From an optimization exercise on the open Yosys and OpenROAD flow, aimed at small area and a short achievable clock period; shortcuts taken in it are not production practice.
Function not checked in this run: the RTL went through the layout flow alone.
No activity file was given, so power comes from the tool's default toggle rates.

## config.mk

```make
export PLATFORM = sky130hd
export DESIGN_NAME = top_module
export DESIGN_NICKNAME = top_module
export VERILOG_FILES = /design/flow/design.v
export SDC_FILE = /design/flow/constraint.sdc
export NUM_CORES = 4
export LEC_CHECK = 0
export CAP_MARGIN = 20
export CORE_MARGIN = 2
export CORE_UTILIZATION = 45
export SLEW_MARGIN = 20
```

## constraint.sdc

```tcl
create_clock -name core_clock -period 12.5 [get_ports {clk}]
set_input_delay 2.5000 -clock core_clock [delete_from_list [all_inputs] [get_ports {clk}]]
set_output_delay 2.5000 -clock core_clock [all_outputs]
set_load 0.01 [all_outputs]
```

## design.v

```verilog
module top_module (
    input wire clk,
    input wire reset,
    input wire signed [15:0] x_in,
    input wire signed [15:0] d_in,
    output wire signed [15:0] y_out
);
    reg [15:0] d0;                  
    reg [15:0] dl [1:15];           
    reg        p1, n1;              
    reg        p16, n16;            
    reg [15:0] rz;
    reg [15:1] rp, rn;
    reg [5:1]  cz, cp, cn;          
    reg [15:0] y;
    reg        ep, en;              
    reg        kp, kn;              
    reg [3:0]  cnt;                 
    reg        v15;                 
    integer i;
    wire [15:0] d15 = v15 ? dl[15] : 16'd0;
    wire        p15 = (|d15) & ~d15[15];
    wire        n15 = d15[15];
    function [15:0] add16(input [15:0] a, input [15:0] b, input ci);
        reg [15:0] p, g, gg, pp;
        integer k, st;
        begin
            p = a ^ b;
            g = a & b;
            gg = g;
            pp = p;
            gg[0] = g[0] | (p[0] & ci);
            for (st = 1; st < 16; st = st * 2)
                for (k = 2 * st - 1; k < 16; k = k + 2 * st) begin
                    gg[k] = gg[k] | (pp[k] & gg[k-st]);
                    pp[k] = pp[k] & pp[k-st];
                end
            for (st = 4; st >= 1; st = st / 2)
                for (k = 3 * st - 1; k < 16; k = k + 2 * st) begin
                    gg[k] = gg[k] | (pp[k] & gg[k-st]);
                    pp[k] = pp[k] & pp[k-st];
                end
            add16 = p ^ {gg[14:0], ci};
        end
    endfunction
    function [4:0] rip(input [3:0] a, input [3:0] b, input ci, input integer n);
        reg [4:0] c;
        integer k;
        begin
            c = 5'd0;
            c[0] = ci;
            for (k = 0; k < n; k = k + 1)
                c[k+1] = (a[k] & b[k]) | (a[k] & c[k]) | (b[k] & c[k]);
            rip = {c[n], (a ^ b ^ c[3:0])};
        end
    endfunction
    function [20:0] acc(input [15:0] r, input [5:1] rc, input [15:0] x,
                        input s);
        reg [15:0] a;
        reg [4:0]  b0, b1, b2, b3, b4, b5;
        begin
            a = x ^ {16{s}};
            b0 = rip({1'b0, r[2:0]}, {1'b0, a[2:0]}, s, 3);
            b1 = rip({1'b0, r[5:3]}, {1'b0, a[5:3]}, rc[1], 3);
            b2 = rip({1'b0, r[8:6]}, {1'b0, a[8:6]}, rc[2], 3);
            b3 = rip({1'b0, r[11:9]}, {1'b0, a[11:9]}, rc[3], 3);
            b4 = rip({2'b0, r[13:12]}, {2'b0, a[13:12]}, rc[4], 2);
            b5 = rip({2'b0, r[15:14]}, {2'b0, a[15:14]}, rc[5], 2);
            acc = {b4[2], b3[3], b2[3], b1[3], b0[3],
                   b5[1:0], b4[1:0], b3[2:0], b2[2:0], b1[2:0], b0[2:0]};
        end
    endfunction
    wire [15:0] rpf = {rp, rz[0]};
    wire [15:0] rnf = {rn, rz[0]};
    wire [20:0] vp  = acc(rpf, cp, d0, ~p1);
    wire [20:0] vn  = acc(rnf, cn, d0, ~n1);
    wire [20:0] vz  = acc(rz, cz, d0, 1'b1);
    wire [20:0] rpn = acc(vp[15:0], vp[20:16], d15, p16);
    wire [20:0] rnn = acc(vn[15:0], vn[20:16], d15, n16);
    wire [20:0] rzn = acc(vz[15:0], vz[20:16], d15, 1'b0);
    wire [20:0] vk = kp ? vp : (kn ? vn : vz);
    wire [15:0] yn = vk[15:0] + {1'd0, vk[20], 1'd0, vk[19], 2'd0, vk[18], 2'd0, vk[17], 2'd0, vk[16], 3'd0};
    wire        eneg = add16(d_in, ~y, 1'b1) >> 15;    
    wire        enz  = |(d_in ^ y);                   
    always @(posedge clk or posedge reset) begin
        if (reset) begin
            d0  <= 16'd0;
            p1  <= 1'b0;
            n1  <= 1'b0;
            p16 <= 1'b0;
            n16 <= 1'b0;
            rz  <= 16'd0;
            rp  <= 15'd0;
            rn  <= 15'd0;
            cz  <= 5'd0;
            cp  <= 5'd0;
            cn  <= 5'd0;
            y   <= 16'd0;
            ep  <= 1'b0;
            en  <= 1'b0;
            kp  <= 1'b0;
            kn  <= 1'b0;
            cnt <= 4'd0;
            v15 <= 1'b0;
        end else begin
            d0  <= x_in;
            p1  <= (|d0) & ~d0[15];
            n1  <= d0[15];
            p16 <= p15;
            n16 <= n15;
            rz  <= rzn[15:0];
            rp  <= rpn[15:1];
            rn  <= rnn[15:1];
            cz  <= rzn[20:16];
            cp  <= rpn[20:16];
            cn  <= rnn[20:16];
            y   <= yn;
            ep  <= enz & ~eneg;
            en  <= eneg;
            kp  <= ep;
            kn  <= en;
            if (!v15) cnt <= cnt + 4'd1;
            if (cnt == 4'd14) v15 <= 1'b1;
        end
    end
    always @(posedge clk) begin
        dl[1] <= d0;
        for (i = 2; i < 16; i = i + 1)
            dl[i] <= dl[i-1];
    end
    assign y_out = y;
endmodule
```

## flow/run.sh

```bash
#!/bin/bash
# The standard ORFS layout (standard.sh), with these changes to how the
# layout is made:
# - after the standard synthesis, flow/polarity.py picks the polarity of each
#   full adder and xor cell so that fewer inverters are needed (full adders are
#   self-dual; xor2 and xnor2 absorb inversions). Registers, ports and other
#   cells are untouched. Yosys proves the result equivalent to the standard
#   netlist (flow/equiv.ys); if it cannot, the standard netlist is used as is;
# - repair_timing aims for setup slack beyond the clock's own (SETUP_SLACK_MARGIN),
#   so the layout is optimised for a shorter achieved period;
# - port buffers are a plain buf_2 instead of the resizer's default pick;
# - CTS: clkbuf_16 root, clkbuf_8 leaf buffers, no dummy loads, clusters of at most
#   20 sinks within 60 um.
# The clock period and constraints (constraint.sdc) are the standard flow's, unchanged.
# Logs: make_synth.log, polarity.log, equiv.log, make_standard.log here, and
# each ORFS step's log under orfs/logs.
set -euo pipefail
export SETUP_SLACK_MARGIN=8.9
export BUFFER_PORTS_ARGS="-buffer_cell sky130_fd_sc_hd__buf_2"
export CTS_ARGS="-sink_clustering_enable -repair_clock_nets -dont_use_dummy_load -root_buf sky130_fd_sc_hd__clkbuf_16 -buf_list sky130_fd_sc_hd__clkbuf_8 -sink_clustering_size 20 -sink_clustering_max_diameter 60"
RES="$PWD/orfs/results/$FLOW_PLATFORM/top_module/base"
YOSYS="$FLOW_HOME/../tools/install/yosys/bin/yosys"
LIB="$FLOW_HOME/platforms/$FLOW_PLATFORM/lib/sky130_fd_sc_hd__tt_025C_1v80.lib"

bash standard.sh "$RES/1_2_yosys.v" > make_synth.log 2>&1
mkdir -p pol
cp "$RES/1_2_yosys.v" pol/standard.v
cp "$LIB" pol/lib.lib
if python3 flow/polarity.py pol/standard.v pol/polarity.v > polarity.log 2>&1 &&
   (cd pol && "$YOSYS" -s ../flow/equiv.ys) > equiv.log 2>&1; then
  cp pol/polarity.v "$RES/1_2_yosys.v"
  echo "using the polarity netlist" >> polarity.log
else
  echo "using the standard netlist" >> polarity.log
fi
rm -f pol/lib.lib
touch "$RES/1_2_yosys.v"
bash standard.sh > make_standard.log 2>&1
```

## flow/equiv.ys

```
# Proves flow/polarity.py's netlist equivalent to the standard synthesis's:
# registers and ports are paired by name, everything else is internal.
read_liberty -ignore_miss_func lib.lib
read_verilog standard.v
rename top_module gold
read_verilog polarity.v
rename top_module gate
flatten gold gate
async2sync
rename -hide gold/w:_*
rename -hide gate/w:_*
equiv_make gold gate equiv
equiv_simple -seq 1
equiv_induct
equiv_status -assert equiv
```

## flow/polarity.py

```python
#!/usr/bin/env python3
"""Choose the polarity of each full-adder cell in a Yosys gate netlist so
that the netlist needs as few inverters as possible.

A full adder is self-dual: FA(~a, ~b, ~c) = (~sum, ~cout). The pass removes
every inverter, picks for each full adder whether it computes the true or the
complemented function (local search on the number of inverters needed), then
puts back one inverter for each signal that some load needs in the other
polarity. Only full adders and inverters change: registers, ports and all other
cells stay as they are, so the netlist's function does not change.

usage: polarity.py IN.v OUT.v
"""
import random
import re
import sys

OUTPINS = {"X", "Y", "Q", "Q_N", "SUM", "COUT", "HI", "LO"}
INV = "sky130_fd_sc_hd__inv_1"

src = open(sys.argv[1]).read()
ports = set()
for d in re.finditer(r"^\s*(input|output)\s+(\[(\d+):(\d+)\]\s*)?(\S+?);", src, re.M):
    name = d.group(5)
    if d.group(2):
        hi, lo = int(d.group(3)), int(d.group(4))
        for i in range(min(hi, lo), max(hi, lo) + 1):
            ports.add(f"{name}[{i}]")
    else:
        ports.add(name)

inst_re = re.compile(r"(\(\*[^\n]*\*\)\s*\n\s*)?(sky130_fd_sc_hd__\w+)\s+(\S+)\s*\((.*?)\);\n", re.S)
pin_re = re.compile(r"\.(\w+)\((\\\S+ |[^()]*)\)")
cells, order = {}, []
first = last = None
for mm in inst_re.finditer(src):
    typ, name, body = mm.group(2), mm.group(3), mm.group(4)
    pins = {}
    for p, n in pin_re.findall(body):
        n = n.strip()
        pins[p] = n if n else None
    cells[name] = [typ, pins]
    order.append(name)
    if first is None:
        first = mm.start()
    last = mm.end()
head = re.sub(r"\(\*[^\n]*\*\)\s*\n\s*$", "", src[:first])
tail = src[last:]

def is_inv(c):
    return "__inv_" in cells[c][0]

def is_fa(c):
    return re.search(r"__fa_\d+$", cells[c][0]) is not None

def is_xor(c):
    return re.search(r"__x(n)?or2_\d+$", cells[c][0]) is not None

drv = {}
for c, (t, pins) in cells.items():
    for p, n in pins.items():
        if n is not None and p in OUTPINS:
            drv[n] = (c, p)

def root(n):
    """(root net, parity) of net n through inverter chains."""
    par = 0
    while n in drv and is_inv(drv[n][0]):
        n = cells[drv[n][0]][1]["A"]
        par ^= 1
    return n, par

# loads: (cell, pin, root, parity needed relative to the root's true value)
loads = []
for c, (t, pins) in cells.items():
    if is_inv(c):
        continue
    for p, n in pins.items():
        if n is None or p in OUTPINS:
            continue
        r, q = root(n)
        loads.append((c, p, r, q))
# output ports read from nets: a port net driven through inverters
port_loads = []
for n in ports:
    if n in drv and is_inv(drv[n][0]):
        r, q = root(n)
        port_loads.append((n, r, q))

fas = [c for c in cells if is_fa(c) or is_xor(c)]
fa_idx = {c: i for i, c in enumerate(fas)}
roots = {}
for (c, p, r, q) in loads:
    roots.setdefault(r, []).append((c, p, q))
for (n, r, q) in port_loads:
    roots.setdefault(r, []).append((None, n, q))

def provided(r, flip):
    d = drv.get(r)
    if d and d[0] in fa_idx:
        return flip[fa_idx[d[0]]]
    return 0

def need(c, p, q, flip):
    if c is not None and c in fa_idx:
        if is_xor(c):
            return None          # an xor absorbs either polarity
        if p in ("A", "B", "CIN"):
            return q ^ flip[fa_idx[c]]
    return q

def rcost(r, flip):
    pi = provided(r, flip)
    for (c, p, q) in roots[r]:
        nd = need(c, p, q, flip)
        if nd is not None and nd != pi:
            return 1
    return 0

# roots touched by each fa (its outputs and its inputs' roots)
touch = [set() for _ in fas]
for r, ls in roots.items():
    d = drv.get(r)
    if d and d[0] in fa_idx:
        touch[fa_idx[d[0]]].add(r)
    for (c, p, q) in ls:
        if c is not None and c in fa_idx:
            touch[fa_idx[c]].add(r)

def total(flip):
    return sum(rcost(r, flip) for r in roots)

def local(flip):
    improved = True
    while improved:
        improved = False
        for i in range(len(fas)):
            before = sum(rcost(r, flip) for r in touch[i])
            flip[i] ^= 1
            after = sum(rcost(r, flip) for r in touch[i])
            if after < before:
                improved = True
            elif after > before:
                flip[i] ^= 1
            # equal: keep the flip to move along plateaus only sometimes
            elif random.random() < 0.5:
                flip[i] ^= 1
    return flip

random.seed(1)
n_inv0 = sum(1 for c in cells if is_inv(c))
best = [0] * len(fas)
best_cost = total(best)
start_cost = best_cost
for it in range(200):
    flip = list(best)
    for _ in range(random.randint(1, 6)):
        flip[random.randrange(len(fas))] ^= 1
    flip = local(flip)
    cst = total(flip)
    if cst < best_cost:
        best, best_cost = flip, cst

# rebuild: drop all inverters, re-add one per root that needs it
for c in [c for c in cells if is_inv(c)]:
    del cells[c]
k = [0]
def fresh(prefix):
    k[0] += 1
    return f"_pol{prefix}{k[0]}_"
newnets = []
for i, f in enumerate(fas):
    if best[i]:
        pins = cells[f][1]
        for p in ("SUM", "COUT"):
            pass  # outputs keep their nets; the nets now carry the complement
xor_d = {}
for r, ls in roots.items():
    pi = provided(r, best)
    inv_net = None
    for (c, p, q) in ls:
        nd = need(c, p, q, best)
        if nd is None:
            xor_d[c] = xor_d.get(c, 0) ^ pi ^ q
            nd = pi
        if nd == pi:
            net = r
        else:
            if inv_net is None:
                inv_net = fresh("n")
                newnets.append(inv_net)
                name = fresh("i")
                cells[name] = [INV, {"A": r, "Y": inv_net}]
                order.append(name)
            net = inv_net
        if c is None:
            # an output port read through inverters: drive the port net itself
            pass
        else:
            cells[c][1][p] = net
# output ports that were driven by inverters: make the port net the inverter's output
for (n, r, q) in port_loads:
    pi = provided(r, best)
    if q == pi:
        name = fresh("b")
        cells[name] = ["sky130_fd_sc_hd__buf_1", {"A": r, "X": n}]
    else:
        name = fresh("i")
        cells[name] = [INV, {"A": r, "Y": n}]
    order.append(name)

for c in fas:
    if is_xor(c):
        t = cells[c][0]
        t0 = 1 if "__xnor2_" in t else 0
        tn = t0 ^ best[fa_idx[c]] ^ xor_d.get(c, 0)
        size = t.rsplit("_", 1)[1]
        cells[c][0] = f"sky130_fd_sc_hd__{'xnor2' if tn else 'xor2'}_{size}"
        pins = cells[c][1]
        outnet = pins.pop("X", None) or pins.pop("Y", None)
        pins["Y" if tn else "X"] = outnet

wires = "".join(f"  wire {n};\n" for n in newnets)
idx = head.find("  wire ")
head = head[:idx] + wires + head[idx:]
def fmt(n):
    if n is None:
        return ""
    return n + " " if n.startswith("\\") else n
out = [head]
for c in order:
    if c not in cells:
        continue
    t, pins = cells[c]
    body = ",\n".join(f"    .{p}({fmt(n)})" for p, n in pins.items())
    out.append(f"  {t} {c} (\n{body}\n  );\n")
out.append(tail)
open(sys.argv[2], "w").write("".join(out))
n_inv1 = sum(1 for c in cells if is_inv(c))
print(f"polarity: {len(fas)} full adders and xors, inverters {n_inv0} -> {n_inv1} "
      f"(cost {start_cost} -> {best_cost})", file=sys.stderr)
```

## standard.sh

```bash
#!/bin/bash
# synth_recipe.tcl (not shown) runs the flow's synth.tcl, then flattens the netlist and writes it again
# the make line also repeats each setting of config.mk as NAME=value (left out here)
make -C /OpenROAD-flow-scripts/flow DESIGN_CONFIG=/design/flow/config.mk WORK_HOME=/design/flow/orfs CLKGATE_MAP_FILE= SYNTH_SCRIPT=/design/flow/synth_recipe.tcl "${@:-finish}"
```

==> notes.md <==
-- cell usage in the layout, fill, tap and decap left out, types with 4 or more instances in the layout --
master	n
sky130_fd_sc_hd__mux2i_1	14
sky130_fd_sc_hd__buf_4	20
sky130_fd_sc_hd__a21oi_1	15
sky130_fd_sc_hd__xnor2_1	73
sky130_fd_sc_hd__fa_1	71
sky130_fd_sc_hd__xor2_1	18
sky130_fd_sc_hd__nand2_1	30
sky130_fd_sc_hd__nor3_1	5
sky130_fd_sc_hd__dfrtp_1	101
sky130_fd_sc_hd__buf_2	49
sky130_fd_sc_hd__clkbuf_8	22
sky130_fd_sc_hd__inv_1	79
sky130_fd_sc_hd__nand2b_1	7
sky130_fd_sc_hd__ha_1	26
sky130_fd_sc_hd__fa_2	9
sky130_fd_sc_hd__nor2_1	14
sky130_fd_sc_hd__dfxtp_1	240
sky130_fd_sc_hd__o21ai_0	13
sky130_fd_sc_hd__dfrtp_2	4
-- worst reg2reg max path, stage by stage, from the launching register on --
cell                      delay (ps)
sky130_fd_sc_hd__dfrtp_1         400
sky130_fd_sc_hd__buf_12          160
sky130_fd_sc_hd__xnor2_4         140
sky130_fd_sc_hd__fa_2            400
sky130_fd_sc_hd__fa_2            400
sky130_fd_sc_hd__fa_2            370
sky130_fd_sc_hd__mux2i_2         200
sky130_fd_sc_hd__o21ai_2         110
sky130_fd_sc_hd__ha_4            310
sky130_fd_sc_hd__nand2_1          70
sky130_fd_sc_hd__o31a_1          270
sky130_fd_sc_hd__or3_4           380
sky130_fd_sc_hd__a21oi_2         150
sky130_fd_sc_hd__xor2_1          140
-- final cells by class --
type                            instances  area, µm²  area share [%]
Clock buffer                           25        378            2.94
Inverter                               80        304            2.37
Multi-Input combinational cell        352       3820            29.8
Sequential cell                       346       7470            58.1
Tap cell                              330        413            3.22
Timing Repair Buffer                   73        458            3.57
-- worst max path at each step --
stage | startpoint | endpoint | slack, ps | depth (start not counted)
2_1_floorplan | d_in[5] | en | 8710 | 7
3_3_place_gp | reset | d0[2] | 8290 | 3
3_5_place_dp | p1 | y[15] | 8260 | 13
4_1_cts | n1 | y[15] | 8840 | 14
5_1_grt | d0[9] | y[14] | 8830 | 13
6_report | n1 | y[14] | 8930 | 13
-- per-layer routing --
metal / global-route usage [%] / vias up / share of wire (%)
li1: - / 2625 / -
met1: 22.6 / 2681 / 51
met3: 2.73 / 32 / 4.4
met4: 3.51 / 0 / 1.9
met5: 0 / - / 0
met2: 22.7 / 93 / 43
-- power by group --
group	switching, mW	internal, mW
clock	0.314	0.202
combinational	0.796	0.709
sequential	0.0993	1.33
-- flip-flops by register name (all words and copies together) (netlist names) --
signal  flops
cp          5
dl        240
cz          5
rz         16
d0         16
cnt         4
rn         15
rp         15
ep          1
n1          1
kn          1
en          1
kp          1
n16         1
p16         1
cn          5
y          16
p1          1
v15         1
-- what timing repair did --
action	4_1_cts	5_1_grt
buffers inserted	8	9
setup endpoints to repair	79	7
hold buffers	0	0
pin swaps	4	13
gates resized for setup	13	22
-- through the flow --
stage               util (%)  hold slack, ps
finish                  51.0             297
global route            51.0             297
CTS                     50.4             300
detailed placement      48.4             312
global placement        48.4             310
floorplan                  -             310
==> tab_implementation.tex <==
\begin{tabular}{lr}
\hline
Metric & Value \\
\hline
\multicolumn{2}{l}{\textbf{STA}} \\
\quad Period minus WS final & 3570 ps \\
\quad Setup repair after global routing missed its margin & true \\
\quad Max Clk Rate & 280 MHz \\
\quad Pins Over Slew Limit & 0 \\
\quad Final Cycle Share & 28.6\% \\
\quad Slew at the pin closest to its max-slew limit & 894 ps \\
\quad Clock skew & 55.7 ps \\
\quad Tightest slew margin relative to the limit & 40.3\% \\
\quad Final hold violation count & 0 \\
\quad Worst-case setup margin in the final layout & 8930 ps \\
\quad Final number of setup-violating endpoints & 0 \\
\quad Total Neg Setup Slack & 0 ps \\
\multicolumn{2}{l}{\textbf{Die}} \\
\quad Horizontal extent of the die & 164 µm \\
\quad Site Rows & 58 \\
\quad Die Footprint & 27,000 µm² \\
\quad Number of top-level pins & 50 \\
\quad Core footprint & 25,200 µm² \\
\quad Die span in y & 164 µm \\
\quad Initial standard-cell utilization of the core & 45.9\% \\
\multicolumn{2}{l}{\textbf{Critical path}} \\
\quad Max stage delay on crit path & 400 ps \\
\quad Critical Path Fanout Max & 7 \\
\quad Endpoint of the worst register-to-register path & y[14] \\
\quad CP Launch Type & flip-flop \\
\quad Critical Path Sink Type & flip-flop \\
\quad RR Startpoint & n1 \\
\quad Kind of cell adding the most delay to the critical path & adder cells \\
\quad Chain of cells forming the critical path & buf\_12, xnor2\_4, fa\_2, fa\_2, fa\_2, mux2i\_2, o21ai\_2, ha\_4, nand2\_1, o31a\_1, or3\_4, a21oi\_2, xor2\_1 \\
\quad Data arrival at the endpoint of the critical path & 3980 ps \\
\quad Slack of the worst reg-to-reg path & 8930 ps \\
\quad Path depth of the worst reg2reg path & 13 \\
\quad Buf/Inv on CP & 1 \\
\quad Top cell by count, worst path & sky130\_fd\_sc\_hd\_\_fa\_2 \\
\quad Critical-path cell with the highest stage delay & sky130\_fd\_sc\_hd\_\_dfrtp\_1 \\
\quad Type of the worst setup path & flip-flop to flip-flop \\
\quad CP Data Required Time & 12,910 ps \\
\multicolumn{2}{l}{\textbf{Cells and area}} \\
\quad Area of all placed cells without fillers & 12,800 µm² \\
\quad Area grow syn2layout & 11.2\% \\
\quad Filler instances & 2,182 \\
\quad Number of diodes & 0 \\
\quad Layout Nets & 1,021 \\
\quad Post-route non-filler standard cell count & 1,206 \\
\quad Share of layout cells above drive strength 1 & 15.3\% \\
\multicolumn{2}{l}{\textbf{Min path}} \\
\quad Worst hold path type & flip-flop to flip-flop \\
\quad Startpoint of the lowest-slack hold path & dl[12][2] \\
\quad Worst Hold Depth & 0 \\
\quad WHS Endpoint & dl[13][2] \\
\multicolumn{2}{l}{\textbf{Detailed routing}} \\
\quad Detailed-routing iteration count for the pre-antenna-repair pass & 6 \\
\quad Final routed DRC violation total & 0 \\
\quad Average detailed-routed wire length per instance & 15.7 µm \\
\quad Number of DRC markers after the initial detailed-route iteration & 175 \\
\quad Number of vias in the routed layout & 5,431 \\
\quad Antenna viol nets, final & 0 \\
\quad Total detailed-routing wirelength & 19.0 mm \\
\quad DR vias/cell & 4.50 \\
\multicolumn{2}{l}{\textbf{Clock network}} \\
\quad H-Tree Level Count & 1 \\
\quad CTS tree & built \\
\quad CTS buffer count & 25 \\
\quad Clock net sink count & 346 \\
\quad Clock insertion delay at the later pin of the skew report & 510 ps \\
\quad Clock slew at reported path FFs & 110 ps \\
\quad Root Driver & sky130\_fd\_sc\_hd\_\_clkbuf\_16 \\
\quad Bufs on Longest Clock Path & 3 \\
\multicolumn{2}{l}{\textbf{Placed design}} \\
\quad Placement-stage worst setup slack & 8260 ps \\
\quad Port buffer count & 49 \\
\quad Placer congestion estimate & 0.805 \\
\quad Placed Area & 12,200 µm² \\
\quad Placed Instances & 1,164 \\
\quad Total half-perimeter wirelength after legalization and detailed placement & 12.9 mm \\
\multicolumn{2}{l}{\textbf{Flow run}} \\
\quad Number of max-capacitance violations reported & 0 \\
\multicolumn{2}{l}{\textbf{Power}} \\
\quad Leakage Power & 5.62 nW \\
\quad Power per standard cell area & 268 nW/µm² \\
\quad Total power after layout & 3.45 mW \\
\quad Peak supply drop & 0.000111 V \\
\multicolumn{2}{l}{\textbf{Global route}} \\
\quad First-pass GRT wire length & 31.1 mm \\
\quad Via count of the first global-routing pass & 5,698 \\
\quad Antenna violations before repair & 0 \\
\quad Total congestion overflow after global routing & 0 \\
\quad Largest net degree at the start of global routing & 66 \\
\quad Total routing usage reported by global routing & 15.0\% \\
\multicolumn{2}{l}{\textbf{Yosys}} \\
\quad Synthesized netlist net count & 940 \\
\quad Number of warning messages in the yosys log & 2 \\
\quad Avg Cell Area, Syn & 14.5 µm² \\
\quad Cell area after technology mapping & 11,600 µm² \\
\quad Cell count after synthesis & 797 \\
\multicolumn{2}{l}{\textbf{Outcome}} \\
\quad Outcome & no timing/DRC/antenna violations \\
\hline
\end{tabular}

## static timing again, ports no longer ideal
No port has a modelled driver above. Below, the same layout with a new extraction and two added sets of constraints.
Step 1 sets driving cells, clkbuf_16 on the clock port and buf_2 on the other inputs (assumed; they add their load-dependent delay and slew).
Step 2 adds t to the input delays and takes it off the output delays; t is the mean of the earliest and latest rising clock arrival at the registers after step 1. Input paths then give back, and output paths get back, about the clock's delay inside the block.
a / b / c = ideal / step 1 / step 2; a / b = the first two.
t (ns): 0.527
setup WS [ns]: 8.931 / 8.920 / 8.497
worst register clock-pin slew, ns: 0.11 / 0.11
pins driven straight from the clock port: 1
After both steps setup and hold are still met in this run. For this run, drivers alone change the setup slack by -0.011 ns; drivers and shift together by -0.434 ns.
